This is an optimization exercise on Yosys and OpenROAD, whose aim is small area and a short achievable clock period, not a production implementation. Only simulation tests tie the RTL to the original design; equivalence was not proved. Power is estimated from default activity; no workload was simulated.

==> inputs of run K <==
==> flow/design.v (excerpt) <==
module divider
(
    input              clk,
    input              reset,
    input  [31:0]      A,
    input  [31:0]      B,
    input              start,
    input  [7:0]       Physical_address_in,
    input  [31:0]      PC_in,
    input              divider_op_in,
    output             divide_zero_exception,
    output [31:0]      Result,
    output [7:0]       Physical_address_out,
    output [31:0]      PC_out,
    output             done
);
make LEC_CHECK=0 ABC_AREA=1 CAP_MARGIN=20 CORE_MARGIN=2 CORE_UTILIZATION=40 SLEW_MARGIN=20 finish   # period 8.0 ns
run.sh (not shown) runs the stock make flow with config.mk's settings and CLKGATE_MAP_FILE= SYNTH_SCRIPT=/design/flow/synth_recipe.tcl, a recipe that flattens the netlist after the stock synthesis.
==> run X: changes against run K <==
GPL_TIMING_DRIVEN = 0   (was not set)
==> impl_metrics.csv <==
group,metric,value,unit
critical_path,worstPathRequired,8660,ps
drt,drt_wl_total,290,mm
drt,drt_pre_antenna_iters,6,
critical_path,cp_slowest_cell,"dfxtp_1",
cts,ctsResizeCount,3,
status,status,"finished clean",
drt,wl_met3,16.3,mm
power_and_ir_drop,p_seq_share,28.3,%
layout,multi_input_area,0.0467,mm2
critical_path,slowest_delay,440,ps
layout,buffer_area_share,13.3,%
layout,num-nets-final,12575,
drt,num_vias,73444,
Source of the figures above: run K

==> impl_metrics.csv <==
group,metric,value,unit
power_and_ir_drop,power_density,215,mW/mm2
layout,buffer_area_share,5.06,%
layout,multi_input_area,0.0481,mm2
placement,dpl.hpwl,234,mm
drt,num_vias,70483,
sta,holdWs,295,ps
floorplan,die_w,420,um
cts,ctsResizeCount,268,
cts,htreeDepth,3,
layout,num-nets-final,11621,
drt,drt_pre_antenna_iters,8,
power_and_ir_drop,p_leak,39.6,nW
drt,wl_met3,16.9,mm
critical_path,worstSetupPathType,"reg -> reg",
critical_path,worstPathRequired,8680,ps
drt,drt_wl_total,282,mm
sta,max_slew_margin,28.7,%
status,status,"finished clean",
layout,final_common_cell,"nand2_1",
power_and_ir_drop,p_seq_share,29.3,%
sta,max_slew.worst_pin.slew,1060,ps
Source of the figures above: run X

Testbench counts of run K, summed over its fixed seeds: latency 144,000, ops 24,000.
Testbench counts of run X, summed over its fixed seeds: latency 144,000, ops 24,000.

==> run a <==
Another version of the RTL of divider (not shown whole).
Design divider, start of the top module:
module divider
(
    input              clk,
    input              reset,
    input  [31:0]      A,
    input  [31:0]      B,
    input              start,
    input  [7:0]       Physical_address_in,
    input  [31:0]      PC_in,
    input              divider_op_in,
    output             divide_zero_exception,
    output [31:0]      Result,
    output [7:0]       Physical_address_out,
    output [31:0]      PC_out,
    output             done
);
==> flow/config.mk <==
export PLATFORM = sky130hd
export DESIGN_NAME = divider
export DESIGN_NICKNAME = divider
export VERILOG_FILES = /design/flow/design.v
export SDC_FILE = /design/flow/constraint.sdc
export NUM_CORES = 8
export LEC_CHECK = 0
export ABC_AREA = 1
export CAP_MARGIN = 5
export CORE_MARGIN = 2
export CORE_UTILIZATION = 40
export CTS_CLUSTER_DIAMETER = 100
export CTS_CLUSTER_SIZE = 28
export GPL_TIMING_DRIVEN = 0
export SETUP_SLACK_MARGIN = 0.1
export SLEW_MARGIN = 5
==> flow/constraint.sdc <==
create_clock -name core_clock -period 8.0 [get_ports {clk}]
set_input_delay 1.6000 -clock core_clock [delete_from_list [all_inputs] [get_ports {clk}]]
set_output_delay 1.6000 -clock core_clock [all_outputs]
set_load 0.01 [all_outputs]
standard.sh (not shown) runs the stock make flow with config.mk's settings and CLKGATE_MAP_FILE= SYNTH_SCRIPT=/design/flow/synth_recipe.tcl, a recipe that flattens the netlist after the stock synthesis.
==> flow/flow/run.sh <==
#!/bin/bash
set -euo pipefail
export BUFFER_PORTS_ARGS="-buffer_cell sky130_fd_sc_hd__buf_1"
export RECOVER_POWER=100

bash standard.sh > standard.log 2>&1
==> run b: changes against run a <==
==> flow/run.sh (new file) <==
#!/bin/bash
# synth_recipe.tcl (not shown) runs the flow's synth.tcl, then flattens the netlist and writes it again
# the make line also repeats each setting of config.mk as NAME=value (left out here)
make -C /OpenROAD-flow-scripts/flow DESIGN_CONFIG=/design/flow/config.mk WORK_HOME=/design/flow/orfs CLKGATE_MAP_FILE= SYNTH_SCRIPT=/design/flow/synth_recipe.tcl finish
CAP_MARGIN = 20   (was 5)
CTS_CLUSTER_DIAMETER = not set   (was 100)
CTS_CLUSTER_SIZE = 24   (was 28)
SETUP_SLACK_MARGIN = not set   (was 0.1)
SLEW_MARGIN = 20   (was 5)
removed: flow/flow/run.sh
removed: flow/standard.sh
==> run c: changes against run a <==
==> flow/run.sh (new file) <==
#!/bin/bash
# synth_recipe.tcl (not shown) runs the flow's synth.tcl, then flattens the netlist and writes it again
# the make line also repeats each setting of config.mk as NAME=value (left out here)
make -C /OpenROAD-flow-scripts/flow DESIGN_CONFIG=/design/flow/config.mk WORK_HOME=/design/flow/orfs CLKGATE_MAP_FILE= SYNTH_SCRIPT=/design/flow/synth_recipe.tcl finish
CAP_MARGIN = 20   (was 5)
CTS_CLUSTER_DIAMETER = 80   (was 100)
CTS_CLUSTER_SIZE = 32   (was 28)
SETUP_SLACK_MARGIN = not set   (was 0.1)
SLEW_MARGIN = 20   (was 5)
removed: flow/flow/run.sh
removed: flow/standard.sh
==> results.txt <==
Status: run c finished clean; run a finished clean; run b finished clean
Detailed-route vias per instance: run c 5.28; run a 5.27; run b 5.29
Max Fclk: run c 129 MHz; run a 129 MHz; run b 129 MHz
Largest net degree at the start of global routing: run c 33; run a 29; run b 17
Slew at the pin with the worst max-slew slack: run c 1.09 ns; run a 1.19 ns; run b 1.15 ns
First-pass GRT wire length: run c 295000 um; run a 298000 um; run b 297000 um
Routability cong.: run c 0.986; run a 0.979; run b 0.986
Total length of routed wires: run c 198000 um; run a 201000 um; run b 200000 um
Multi-input combinational area share: run c 0.586; run a 0.602; run b 0.578
Worst reg2reg path endpoint: run c x5[25]; run a x4[30]; run b x3[15]
All-Layer GR Usage: run c 0.257; run a 0.260; run b 0.259
Final period demand of the worst path: run c 7.77 ns; run a 7.72 ns; run b 7.74 ns
Clock buffers: run c 58; run a 47; run b 110
Seq. pwr: run c 4.81 mW; run a 4.81 mW; run b 4.82 mW
Pre-CTS worst setup slack: run c -2.33 ns; run a -2.46 ns; run b -2.33 ns
Peak VDD IR: run c 0.000206 V; run a 0.000175 V; run b 0.000163 V
H-Tree Depth: run c 2; run a 2; run b 3
Testbench counts of run a, summed over its fixed seeds: latency 120,000, ops 24,000.
Testbench counts of run b, summed over its fixed seeds: latency 120,000, ops 24,000.
Testbench counts of run c, summed over its fixed seeds: latency 120,000, ops 24,000.

==> pepper: inputs <==
Starting RTL as in the previous note.
// divider
module divider
(
    input              clk,
    input              reset,
    input  [31:0]      A,
    input  [31:0]      B,
    input              start,
    input  [7:0]       Physical_address_in,
    input  [31:0]      PC_in,
    input              divider_op_in,
    output             divide_zero_exception,
    output [31:0]      Result,
    output [7:0]       Physical_address_out,
    output [31:0]      PC_out,
    output             done
);
    wire [31:0] x0 = A;
    wire [31:0] d0 = B;
    wire [33:0] e0 = {2'b0, B} + {1'b0, B, 1'b0};   
    wire        v0 = start;
    wire        op0 = divider_op_in;
    wire        z0 = (A != 32'd0) && (B == 32'd0);
    wire [7:0]  pa0 = Physical_address_in;
    wire [31:0] pc0 = PC_in;
    wire [31:0] x0_0 = x0;
    wire [1:0] s0_0_x = x0_0[31:30];
    wire [34:0] s0_0_m0 = 35'd0;
    wire [34:0] s0_0_m1 = {3'b0, d0};
    wire s0_0_h1 = ~|s0_0_m1[34:2];
    wire [1:0] s0_0_n1 = s0_0_m1[1:0];
    wire [1:0] s0_0_s1_g0 = s0_0_x & ~s0_0_n1;
    wire [1:0] s0_0_s1_p0 = ~(s0_0_x ^ s0_0_n1);
    wire [1:0] s0_0_s1_G0 = {s0_0_s1_g0[1:1], s0_0_s1_g0[0] | s0_0_s1_p0[0]};
    wire [1:0] s0_0_s1_P0 = s0_0_s1_p0;
    wire s0_0_s1_l0_1_g = s0_0_s1_G0[1] | (s0_0_s1_P0[1] & s0_0_s1_G0[0]);
    wire s0_0_s1_l0_1_p = s0_0_s1_P0[1] & s0_0_s1_P0[0];
  ...
export LEC_CHECK = 0
export ABC_AREA = 1
export CAP_MARGIN = 5
export CORE_MARGIN = 2
export CORE_UTILIZATION = 40
export CTS_CLUSTER_DIAMETER = 100
export CTS_CLUSTER_SIZE = 28
export GPL_TIMING_DRIVEN = 0
export SETUP_SLACK_MARGIN = 0.1
export SLEW_MARGIN = 5
create_clock -name core_clock -period 8.0 [get_ports {clk}]
==> flow/flow/run.sh <==
#!/bin/bash
set -euo pipefail
export BUFFER_PORTS_ARGS="-buffer_cell sky130_fd_sc_hd__buf_2"
export RECOVER_POWER=100
export SKIP_GATE_CLONING=1
bash standard.sh > standard.log 2>&1
==> yarrow: changes against pepper <==
==> flow/flow/run.sh (replaced) <==
#!/bin/bash
set -euo pipefail
export BUFFER_PORTS_ARGS="-buffer_cell sky130_fd_sc_hd__buf_2"
export RECOVER_POWER=100
bash standard.sh > standard.log 2>&1
--- a/flow/config.mk
+++ b/flow/config.mk
@@ -13,4 +13,4 @@
 export CTS_CLUSTER_SIZE = 28
 export GPL_TIMING_DRIVEN = 0
-export SETUP_SLACK_MARGIN = 0.1
+export SETUP_SLACK_MARGIN = 0.5
 export SLEW_MARGIN = 5
==> amber: changes against pepper <==
==> flow/run.sh (new file) <==
#!/bin/bash
# synth_recipe.tcl (not shown) runs the flow's synth.tcl, then flattens the netlist and writes it again
# the make line also repeats each setting of config.mk as NAME=value (left out here)
make -C /OpenROAD-flow-scripts/flow DESIGN_CONFIG=/design/flow/config.mk WORK_HOME=/design/flow/orfs CLKGATE_MAP_FILE= SYNTH_SCRIPT=/design/flow/synth_recipe.tcl finish
==> flow/config.mk (replaced) <==
export PLATFORM = sky130hd
export DESIGN_NAME = divider
export DESIGN_NICKNAME = divider
export VERILOG_FILES = /design/flow/design.v
export SDC_FILE = /design/flow/constraint.sdc
export NUM_CORES = 8
export LEC_CHECK = 0
export ABC_AREA = 1
export CAP_MARGIN = 20
export CORE_MARGIN = 2
export CORE_UTILIZATION = 40
export CTS_CLUSTER_DIAMETER = 60
export CTS_CLUSTER_SIZE = 20
export GPL_TIMING_DRIVEN = 0
export SETUP_SLACK_MARGIN = 0.8
export SLEW_MARGIN = 20
removed: flow/flow/run.sh
removed: flow/standard.sh
==> notes <==
In die area, amber and pepper do not differ.
The highest hold slack belongs to pepper, the lowest to amber.
Against yarrow, the critical path depth of amber is higher by 4.
In pepper the non-clock buffer count is lower than in yarrow, by 153.
Testbench counts of pepper, summed over its fixed seeds: latency 120,000, ops 24,000.
Testbench counts of yarrow, summed over its fixed seeds: latency 120,000, ops 24,000.
Testbench counts of amber, summed over its fixed seeds: latency 120,000, ops 24,000.

-- what the ideal ports hide --
The flow's constraints put no driver on any port. The routed layouts listed below were extracted and timed again, unchanged, in two steps. Step 1: set_driving_cell puts a clkbuf_16 on clk and a buf_2 on each other input, an assumption about the parent block. Step 2, shift: input delay + t, output delay - t, t = (earliest + latest rising clock arrival at the registers) / 2. This alone moves slack from input paths to output paths. Three values: no drivers, after step 1, after step 2; two values: the first two.
| run | t, ns | setup slack, ns | worst hold slack (ns) | latest minus earliest clock arrival (ns) | pins driven straight from the clock port |
|---|---|---|---|---|---|
| run K | 0.797 | 0.199 / 0.199 / 0.085 | 0.264 / 0.264 / 0.264 | 0.112 / 0.113 | 1 |
| run X | 0.817 | 0.230 / 0.230 / -0.363 | 0.295 / 0.295 / 0.295 | 0.093 / 0.093 | 1 |
| run a | 0.744 | 0.275 / 0.275 / -0.143 | 0.317 / 0.317 / 0.317 | 0.066 / 0.066 | 1 |
| run b | 0.777 | 0.264 / 0.182 / -0.103 | 0.250 / 0.250 / 0.250 | 0.083 / 0.082 | 1 |
| run c | 0.766 | 0.231 / 0.153 / -0.114 | 0.311 / 0.311 / 0.311 | 0.044 / 0.044 | 1 |
| pepper | 0.749 | 0.298 / 0.298 / -0.042 | 0.320 / 0.320 / 0.320 | 0.069 / 0.070 | 1 |
| yarrow | 0.750 | 0.376 / 0.376 / -0.013 | 0.319 / 0.319 / 0.319 | 0.073 / 0.073 | 1 |
| amber | 0.784 | 0.540 / 0.540 / -0.035 | 0.312 / 0.312 / 0.312 | 0.072 / 0.072 | 1 |
With both steps, setup timing fails in 7 of these runs, where it was met with ideal ports. The setup slack of run X, which loses most, moves by 0.000 ns with the drivers and by -0.593 ns with both steps.
